Background: an optimization exercise with open tools, aiming at small area. Do not read the settings as production practice.
Only simulation tests tie the RTL to the original design; equivalence was not proved.
No driver is modelled on the clock port, so clocking that relies on it looks cheaper here than on a real chip.
Power is estimated from default activity; no workload was simulated.

## ts_speed
module ts_speed(
    clk,
    rst,
    ts_din,
    ts_din_en,
    rate_dout,
    rate_dout_en,
    rate_con_start,
    rate_con_end
);
    input         clk;
    input         rst;
    input  [31:0] ts_din;
    input         ts_din_en;
    input         rate_con_start;
    input         rate_con_end;
    output [7:0]  rate_dout;
    output        rate_dout_en;
    localparam IDLE = 2'd0, RATE_START = 2'd1, RATE_REC = 2'd2, RATE_SEND = 2'd3;
    localparam [10:0] CNT_START = {9'd200, 2'd1};    
    localparam [10:0] REC_END   = {9'd29,  2'd2};    
    localparam [10:0] SEND_END  = {9'd47,  2'd1};    
    reg  [1:0]  st;
    reg         en_r;
    reg  [10:0] cnt;
    reg         oen;         
    reg  [6:0]  lo [1:15];
    reg  [3:0]  slot0, slot1, slot2, slot3;
    wire in_start = (st == RATE_START);
    wire in_rec   = (st == RATE_REC);
    wire clr      = rst | in_start;
    always @(posedge clk) begin
        en_r <= ts_din_en;
        if (rst)
            st <= IDLE;
        else case (st)
            IDLE:       st <= rate_con_start ? RATE_START : IDLE;
            RATE_START: st <= rate_con_end ? IDLE : RATE_REC;
            RATE_REC:   st <= rate_con_end ? IDLE : (cnt == REC_END) ? RATE_SEND : RATE_REC;
            default:    st <= rate_con_end ? IDLE : (cnt == SEND_END) ? RATE_START : RATE_SEND;
        endcase
        oen <= ~rst & (st == RATE_SEND);
        if (in_start)
            cnt <= CNT_START;
        else begin
            cnt[1:0]  <= cnt[1] ? 2'd0 : cnt[1:0] + 2'd1;
            cnt[10:2] <= cnt[10:2] + cnt[1];
        end
    end
    wire [3:0] sel = in_rec ? ts_din[3:0] : cnt[5:2];
    reg  [6:0] rd;
    integer i;
    always @(*) begin
        rd = 7'd0;
        for (i = 1; i < 16; i = i + 1)
            if (sel == i) rd = lo[i];
    end
    wire hit  = in_rec & ts_din_en & ~en_r & (ts_din[31:4] == 28'd0);
    wire wrap = hit & (&rd);
  ...
Size in the first run: about 440 cells after synthesis, ~140 flip-flops, about 46 I/O pins, roughly 5600 um^2 of cells after synthesis.
==> flow/config.mk <==
export PLATFORM = sky130hd
export DESIGN_NAME = ts_speed
export DESIGN_NICKNAME = ts_speed
export VERILOG_FILES = /design/flow/design.v
export SDC_FILE = /design/flow/constraint.sdc
export NUM_CORES = 4
export LEC_CHECK = 0
export ABC_AREA = 1
export CAP_MARGIN = 20
export CORE_MARGIN = 2
export CORE_UTILIZATION = 60
export CTS_BUF_LIST = sky130_fd_sc_hd__clkbuf_8
export CTS_CLUSTER_DIAMETER = 100
export CTS_CLUSTER_SIZE = 50
export GPL_TIMING_DRIVEN = 0
export SLEW_MARGIN = 20
==> flow/constraint.sdc <==
create_clock -name core_clock -period 5.0 [get_ports {clk}]
set_input_delay 1.0000 -clock core_clock [delete_from_list [all_inputs] [get_ports {clk}]]
set_output_delay 1.0000 -clock core_clock [all_outputs]
set_load 0.01 [all_outputs]
standard.sh (not shown) runs the stock make flow with config.mk's settings and CLKGATE_MAP_FILE= SYNTH_SCRIPT=/design/flow/synth_recipe.tcl, a recipe that flattens the netlist after the stock synthesis.
==> flow/flow/run.sh <==
#!/bin/bash
# Layout flow: the standard ORFS flow (standard.sh with synth_recipe.tcl)
# with these changes to how the layout is built:
#  - synthesis maps the logic with an area-oriented ABC script
#    (flow/abc_area.script, used through ABC_AREA=1 from a copy of ORFS's
#    scripts folder that differs only in that file); flip-flop mapping,
#    flattening and naming are the standard synthesis's;
#  - port buffers use sky130_fd_sc_hd__buf_1;
#  - clock tree synthesis inserts no dummy loads, and afterwards each clock
#    buffer is shrunk to the smallest size that keeps every flip-flop clock
#    pin's slew under 95 ps (flow/post_cts.tcl).
# The make output goes to standard.log; each ORFS step keeps its own log
# under orfs/logs/.
set -euo pipefail
rm -rf myscripts
cp -r "$FLOW_HOME/scripts" myscripts
chmod -R u+w myscripts
cp -f flow/abc_area.script myscripts/abc_area.script
bash standard.sh \
  "SCRIPTS_DIR=$PWD/myscripts" \
  "POST_CTS_TCL=$PWD/flow/post_cts.tcl" \
  "BUFFER_PORTS_ARGS=-buffer_cell sky130_fd_sc_hd__buf_1" \
  "CTS_ARGS=-sink_clustering_enable -repair_clock_nets -sink_clustering_size 50 -sink_clustering_max_diameter 100 -buf_list sky130_fd_sc_hd__clkbuf_8 -dont_use_dummy_load" \
  finish > standard.log 2>&1
==> flow/flow/abc_area.script <==
strash
dch -f
amap
strash
dch -f
amap
strash
dch -f
amap
topo
==> flow/flow/post_cts.tcl <==
set clk_slew_target 0.095
if { [info exists ::env(CLK_SLEW_TARGET)] } { set clk_slew_target $::env(CLK_SLEW_TARGET) }
set clkbuf_sizes {sky130_fd_sc_hd__clkbuf_2 sky130_fd_sc_hd__clkbuf_4 sky130_fd_sc_hd__clkbuf_8 sky130_fd_sc_hd__clkbuf_16}

proc worst_clock_pin_slew {} {
  set worst 0.0
  foreach pin [get_pins -hierarchical */CLK] {
    foreach prop {slew_max_rise slew_max_fall} {
      set s [get_property $pin $prop]
      if { $s > $worst } { set worst $s }
    }
  }
  return $worst
}

estimate_parasitics -placement
puts "clock buffer resize: worst flip-flop clock slew before [worst_clock_pin_slew]"
set bufs {}
foreach inst [get_cells clkbuf_*] {
  lappend bufs [get_full_name $inst]
}
# Leaves (names with more levels) first, root (clkbuf_0_*) last.
set bufs [lsort -decreasing -dictionary $bufs]
foreach name $bufs {
  set inst [get_cells $name]
  set orig [get_property [get_lib_cells -of_objects $inst] name]
  set kept $orig
  foreach size $clkbuf_sizes {
    if { $size eq $orig } { break }
    replace_cell $inst $size
    if { [worst_clock_pin_slew] <= $clk_slew_target } {
      set kept $size
      break
    }
  }
  if { $kept ne [get_property [get_lib_cells -of_objects $inst] name] } {
    replace_cell $inst $kept
  }
  puts "clock buffer resize: $name $orig -> $kept"
}
puts "clock buffer resize: worst flip-flop clock slew after [worst_clock_pin_slew]"
detailed_placement
check_placement -verbose
The starting point passed the timing, design-rule and antenna checks.
Edit:
--- a/flow/flow/run.sh
+++ b/flow/flow/run.sh
@@ -7,7 +7,5 @@
 #    flattening and naming are the standard synthesis's;
 #  - port buffers use sky130_fd_sc_hd__buf_1;
-#  - clock tree synthesis inserts no dummy loads, and afterwards each clock
-#    buffer is shrunk to the smallest size that keeps every flip-flop clock
-#    pin's slew under 95 ps (flow/post_cts.tcl).
+#  - clock tree synthesis inserts no dummy loads.
 # The make output goes to standard.log; each ORFS step keeps its own log
 # under orfs/logs/.
@@ -19,5 +17,4 @@
 bash standard.sh \
   "SCRIPTS_DIR=$PWD/myscripts" \
-  "POST_CTS_TCL=$PWD/flow/post_cts.tcl" \
   "BUFFER_PORTS_ARGS=-buffer_cell sky130_fd_sc_hd__buf_1" \
   "CTS_ARGS=-sink_clustering_enable -repair_clock_nets -sink_clustering_size 50 -sink_clustering_max_diameter 100 -buf_list sky130_fd_sc_hd__clkbuf_8 -dont_use_dummy_load" \
removed: flow/flow/post_cts.tcl
The changed run passed the timing, design-rule and antenna checks.
Hold slack improves by 0.044 ns.
Combinational power drops by about 2.5%.
Setup slack is better by 0.16 ns.
First-iteration DRC count went up by about 12%.
Fmax climbs by about 3.3%.
Core utilization is about the same.
Via count fell by 1.1%.
Edit:
==> flow/flow/run.sh (replaced) <==
#!/bin/bash
# Layout flow: the standard ORFS flow (standard.sh, standard synthesis
# unchanged) with two changes to how the layout is built:
#  - port buffers use sky130_fd_sc_hd__buf_1 instead of the flow's default;
#  - clock tree synthesis inserts no dummy loads.
# The make output goes to standard.log; each ORFS step keeps its own log
# under orfs/logs/.
set -euo pipefail
bash standard.sh \
  "BUFFER_PORTS_ARGS=-buffer_cell sky130_fd_sc_hd__buf_1" \
  "CTS_ARGS=-sink_clustering_enable -repair_clock_nets -sink_clustering_size 50 -sink_clustering_max_diameter 100 -buf_list sky130_fd_sc_hd__clkbuf_8 -dont_use_dummy_load" \
  finish > standard.log 2>&1
removed: flow/flow/abc_area.script
What happened:
- core utilization goes down by 1.3 points
- worst setup slack improves by 0.27 ns
- worst hold slack improved by 0.0073 ns
- fmax goes up by 6.2%
- die area rose by 13%
- via count came out higher by 11%
- wire length goes up by 3.0%
- clock power stays flat

afterwards: timing with drivers on the ports:
The results above use ideal ports. As a check the final layouts listed here were re-extracted and re-timed, cells and wires unchanged. Step 1, drivers: a clkbuf_16 drives clk and a buf_2 each remaining input, both assumed. Step 2 also shifts input and output timing later by t, the mid clock arrival at the registers, as if the neighbouring blocks saw the same clock. Slacks: no drivers / after step 1 / after step 2; pairs: no drivers / after step 1.
run	t (ns)	setup WS [ns]	worst setup path after step 2	worst slew at a driven data input, ns	pins driven straight from the clock port
the first run	0.681	0.170 / 0.139 / 0.244	input to register	0.03	1
the second run	0.450	0.326 / 0.292 / 0.184	input to register	0.03	1
the third run	0.452	0.600 / 0.576 / 0.576	input to output	0.05	1
After both steps setup and hold are still met in every run listed. For the second run, which loses most, drivers alone change the setup slack by -0.034 ns; drivers and shift together by -0.142 ns.
